This is an optimization exercise on Yosys and OpenROAD, whose aim is small area and a short achievable clock period, not a production implementation.

the reference run:
## fft
module fft(rst,s,x0,x1,x2,x3,x4,x5,x6,x7,real_out,img_out,clk);
Size in the first run: roughly 11000 cells after synthesis, about 360 flip-flops.
==> module stage2, before the edit <==
module stage2(s,P1,Q1,P2,Q2,X,Y,M3);
  input [2:0] s;
  input [64:0] P1,Q1,P2,Q2;
  output [31:0] X,Y,M3;
  function [31:0] sum_of;
    input [64:0] p;
    sum_of = p[63] ? {p[64], p[30:0]} : {p[64], p[61:31]};
  endfunction
  function [31:0] diff_of;
    input [64:0] p;
    diff_of = p[63] ? {p[62], p[61:31]} : {p[62], p[30:0]};
  endfunction
  wire [30:0] mA1 = P1[63] ? P1[30:0] : P1[61:31];
  wire [30:0] mC1 = Q1[63] ? Q1[30:0] : Q1[61:31];
  wire [30:0] mD1 = Q1[63] ? Q1[61:31] : Q1[30:0];
  wire [30:0] mA2 = P2[63] ? P2[30:0] : P2[61:31];
  wire [30:0] mC2 = Q2[63] ? Q2[30:0] : Q2[61:31];
  wire [31:0] B2 = diff_of(P2), D2 = diff_of(Q2);
  wire [31:0] M1;
  fm707 m1(.a(B2), .y(M1));
  fm707s m3(.a(D2), .y(M3));
  wire odd = s[0];
  wire rho = s[1] ^ s[2];
  wire sg = odd ? rho : s[1];
  wire [31:0] ra = {odd ? P1[62] : P1[64], (odd == P1[63]) ? P1[61:31] : P1[30:0]};
  wire [31:0] rb = odd ? M1 : {Q1[64], mC1};
  wire [31:0] ia = odd ? {Q1[62], mD1} : {P2[64], mA2};
  wire [31:0] ib = odd ? M1 : {Q2[64], mC2};
  fa_one ur(.a(ra), .b({rb[31] ^ sg, rb[30:0]}), .y(X));
  fa_one ui(.a(ia), .b({ib[31] ^ sg, ib[30:0]}), .y(Y));
endmodule
==> module mux8to1, before the edit <==
module mux8to1(s,X,Y,W,M3s,real_out,img_out);
  input [2:0] s;
  input [31:0] X,Y,W;
  input M3s;
  output [31:0] real_out,img_out;
  wire odd = s[0];
  wire [31:0] rs, is;
  fa_one ur(.a(X), .b(W), .y(rs));
  fa_one ui(.a(Y), .b({M3s, W[30:0]}), .y(is));
  assign real_out = (odd | ~s[1]) ? rs : X;
  assign img_out = odd ? {is[31] ^ ~s[1], is[30:0]} :
                   (~s[1] ? 32'd0 : {Y[31] ^ ~s[2], Y[30:0]});
endmodule
==> module fft, before the edit <==
module fft(rst,s,x0,x1,x2,x3,x4,x5,x6,x7,real_out,img_out,clk);
input rst;
input [31:0] x0,x1,x2,x3,x4,x5,x6,x7;
input [2:0] s;
input clk;
output [31:0] real_out,img_out;
wire [64:0] P1,Q1,P2,Q2;
stage1 s1(.x0(x0),.x4(x4),.x2(x2),.x6(x6),.P(P1),.Q(Q1));
stage1 s2(.x0(x1),.x4(x5),.x2(x3),.x6(x7),.P(P2),.Q(Q2));
localparam [64:0] ZP = {1'b0, 1'b0, 1'b1, 8'h01, 23'd0, 8'hE9, 23'd0};
reg [64:0] qP1,qQ1,qP2,qQ2;
always @(posedge clk)
begin
if(rst)
begin
qP1<=ZP; qQ1<=ZP; qP2<=ZP; qQ2<=ZP;
end
else
begin
qP1<=P1; qQ1<=Q1; qP2<=P2; qQ2<=Q2;
end
end
wire [31:0] X,Y,M3;
stage2 st2(.s(s),.P1(qP1),.Q1(qQ1),.P2(qP2),.Q2(qQ2),.X(X),.Y(Y),.M3(M3));
wire [31:0] W = s[0] ? {M3[31] ^ ~(s[1] ^ s[2]), M3[30:0]} : Y;
reg [31:0] qX,qY,qW;
reg qM3s;
reg [2:0] qs;
always @(posedge clk)
begin
qX<=X; qY<=Y; qW<=W; qM3s<=M3[31]; qs<=s;
end
mux8to1 m1(.s(qs),.X(qX),.Y(qY),.W(qW),.M3s(qM3s),.real_out(real_out),.img_out(img_out));
endmodule
export LEC_CHECK = 0
export ABC_AREA = 1
export CAP_MARGIN = 20
export CORE_MARGIN = 2
export CORE_UTILIZATION = 40
export SLEW_MARGIN = 20
create_clock -name core_clock -period 72.0 [get_ports {clk}]
standard.sh (not shown) runs the stock make flow with config.mk's settings and CLKGATE_MAP_FILE= SYNTH_SCRIPT=/design/flow/synth_recipe.tcl, a recipe that flattens the netlist after the stock synthesis.
==> flow/flow/run.sh <==
#!/bin/bash
export SETUP_SLACK_MARGIN=47
export BUFFER_PORTS_ARGS="-buffer_cell sky130_fd_sc_hd__buf_2"
bash standard.sh > standard.log 2>&1
Setup changes, the reference run to the trial run
--- a/flow/design.v
+++ b/flow/design.v
@@ -1207,40 +1207,37 @@
     sum_of = p[63] ? {p[64], p[30:0]} : {p[64], p[61:31]};
   endfunction
   function [31:0] diff_of;
     input [64:0] p;
     diff_of = p[63] ? {p[62], p[61:31]} : {p[62], p[30:0]};
   endfunction
-  wire [30:0] mA1 = P1[63] ? P1[30:0] : P1[61:31];
-  wire [30:0] mC1 = Q1[63] ? Q1[30:0] : Q1[61:31];
-  wire [30:0] mD1 = Q1[63] ? Q1[61:31] : Q1[30:0];
-  wire [30:0] mA2 = P2[63] ? P2[30:0] : P2[61:31];
-  wire [30:0] mC2 = Q2[63] ? Q2[30:0] : Q2[61:31];
-  wire [31:0] B2 = diff_of(P2), D2 = diff_of(Q2);
+  wire [31:0] A1 = sum_of(P1), B1 = diff_of(P1), C1 = sum_of(Q1), D1 = diff_of(Q1);
+  wire [31:0] A2 = sum_of(P2), B2 = diff_of(P2), C2 = sum_of(Q2), D2 = diff_of(Q2);
   wire [31:0] M1;
   fm707 m1(.a(B2), .y(M1));
   fm707s m3(.a(D2), .y(M3));
   wire odd = s[0];
   wire rho = s[1] ^ s[2];
   wire sg = odd ? rho : s[1];
-  wire [31:0] ra = {odd ? P1[62] : P1[64], (odd == P1[63]) ? P1[61:31] : P1[30:0]};
-  wire [31:0] rb = odd ? M1 : {Q1[64], mC1};
-  wire [31:0] ia = odd ? {Q1[62], mD1} : {P2[64], mA2};
-  wire [31:0] ib = odd ? M1 : {Q2[64], mC2};
+  wire [31:0] ra = odd ? B1 : A1;
+  wire [31:0] rb = odd ? M1 : C1;
+  wire [31:0] ia = odd ? D1 : A2;
+  wire [31:0] ib = odd ? M1 : C2;
   fa_one ur(.a(ra), .b({rb[31] ^ sg, rb[30:0]}), .y(X));
   fa_one ui(.a(ia), .b({ib[31] ^ sg, ib[30:0]}), .y(Y));
 endmodule
-module mux8to1(s,X,Y,W,M3s,real_out,img_out);
+module mux8to1(s,X,Y,M3,real_out,img_out);
   input [2:0] s;
-  input [31:0] X,Y,W;
-  input M3s;
+  input [31:0] X,Y,M3;
   output [31:0] real_out,img_out;
   wire odd = s[0];
+  wire rho = s[1] ^ s[2];
+  wire [31:0] w = odd ? {M3[31] ^ ~rho, M3[30:0]} : Y;
   wire [31:0] rs, is;
-  fa_one ur(.a(X), .b(W), .y(rs));
-  fa_one ui(.a(Y), .b({M3s, W[30:0]}), .y(is));
+  fa_one ur(.a(X), .b(w), .y(rs));
+  fa_one ui(.a(Y), .b(M3), .y(is));
   assign real_out = (odd | ~s[1]) ? rs : X;
   assign img_out = odd ? {is[31] ^ ~s[1], is[30:0]} :
                    (~s[1] ? 32'd0 : {Y[31] ^ ~s[2], Y[30:0]});
 endmodule
 module fft(rst,s,x0,x1,x2,x3,x4,x5,x6,x7,real_out,img_out,clk);
 input rst;
@@ -1263,16 +1260,14 @@
 begin
 qP1<=P1; qQ1<=Q1; qP2<=P2; qQ2<=Q2;
 end
 end
 wire [31:0] X,Y,M3;
 stage2 st2(.s(s),.P1(qP1),.Q1(qQ1),.P2(qP2),.Q2(qQ2),.X(X),.Y(Y),.M3(M3));
-wire [31:0] W = s[0] ? {M3[31] ^ ~(s[1] ^ s[2]), M3[30:0]} : Y;
-reg [31:0] qX,qY,qW;
-reg qM3s;
+reg [31:0] qX,qY,qM3;
 reg [2:0] qs;
 always @(posedge clk)
 begin
-qX<=X; qY<=Y; qW<=W; qM3s<=M3[31]; qs<=s;
+qX<=X; qY<=Y; qM3<=M3; qs<=s;
 end
-mux8to1 m1(.s(qs),.X(qX),.Y(qY),.W(qW),.M3s(qM3s),.real_out(real_out),.img_out(img_out));
+mux8to1 m1(.s(qs),.X(qX),.Y(qY),.M3(qM3),.real_out(real_out),.img_out(img_out));
 endmodule
==> comparison <==
Both conditions hold for the trial run: the flow ran to the end and the final layout passed the timing, design-rule and antenna checks.
Post-synthesis share of cell area spent on full adders, half adders and majority gates delta (the reference run -> the trial run): insignificant
Going from the reference run to the trial run, global-route usage shrinks by 0.18 points.
There was hardly any difference in fraction of area in registers between the reference run and the trial run.
Looking at final area, the trial run sits about 0.8% lower than the reference run does.
The trial run against the reference run: width of the chip essentially unchanged; clock skew shrank by 0.014 ns.
[compare] base=the reference run new=the trial run: synthesized cell count moved down; post-route fraction of the period consumed by the critical path decreased 0.16 points.
Per the comparison of the trial run with the reference run, worst setup slack after layout climbed 0.12 ns; fill cell total of the finished layout barely changed; count of hold buffers inserted by post-cts repair neither gained nor lost much.
Comparing final core utilization for the reference run and the trial run, the bigger number came from the reference run.
No functional check of the RTL was part of any run of this note.

[static timing again, ports no longer ideal]
The flow's constraints put no driver on any port. The routed layouts listed below were extracted and timed again, unchanged, in two steps. Step 1: set_driving_cell puts a clkbuf_16 on clk and a buf_2 on each other input, an assumption about the parent block. Step 2 moves the port delays by t, midway between the first and last clock arrival at a register: inputs arrive t later, outputs are due t later. That takes back most of the time a late clock gives input paths. a / b / c = ideal ports / drivers / drivers and shift; a / b = the first two.
run	shift t [ns]	slack for setup (ns)	cell pins on the clock port's net
the reference run	0.643	47.608 / 47.542 / 47.147	1
the trial run	0.649	47.725 / 47.655 / 47.217	1
After both steps every run listed still meets setup and hold. The setup slack of the trial run, which loses most, moves by -0.070 ns with the drivers and by -0.508 ns with both steps.
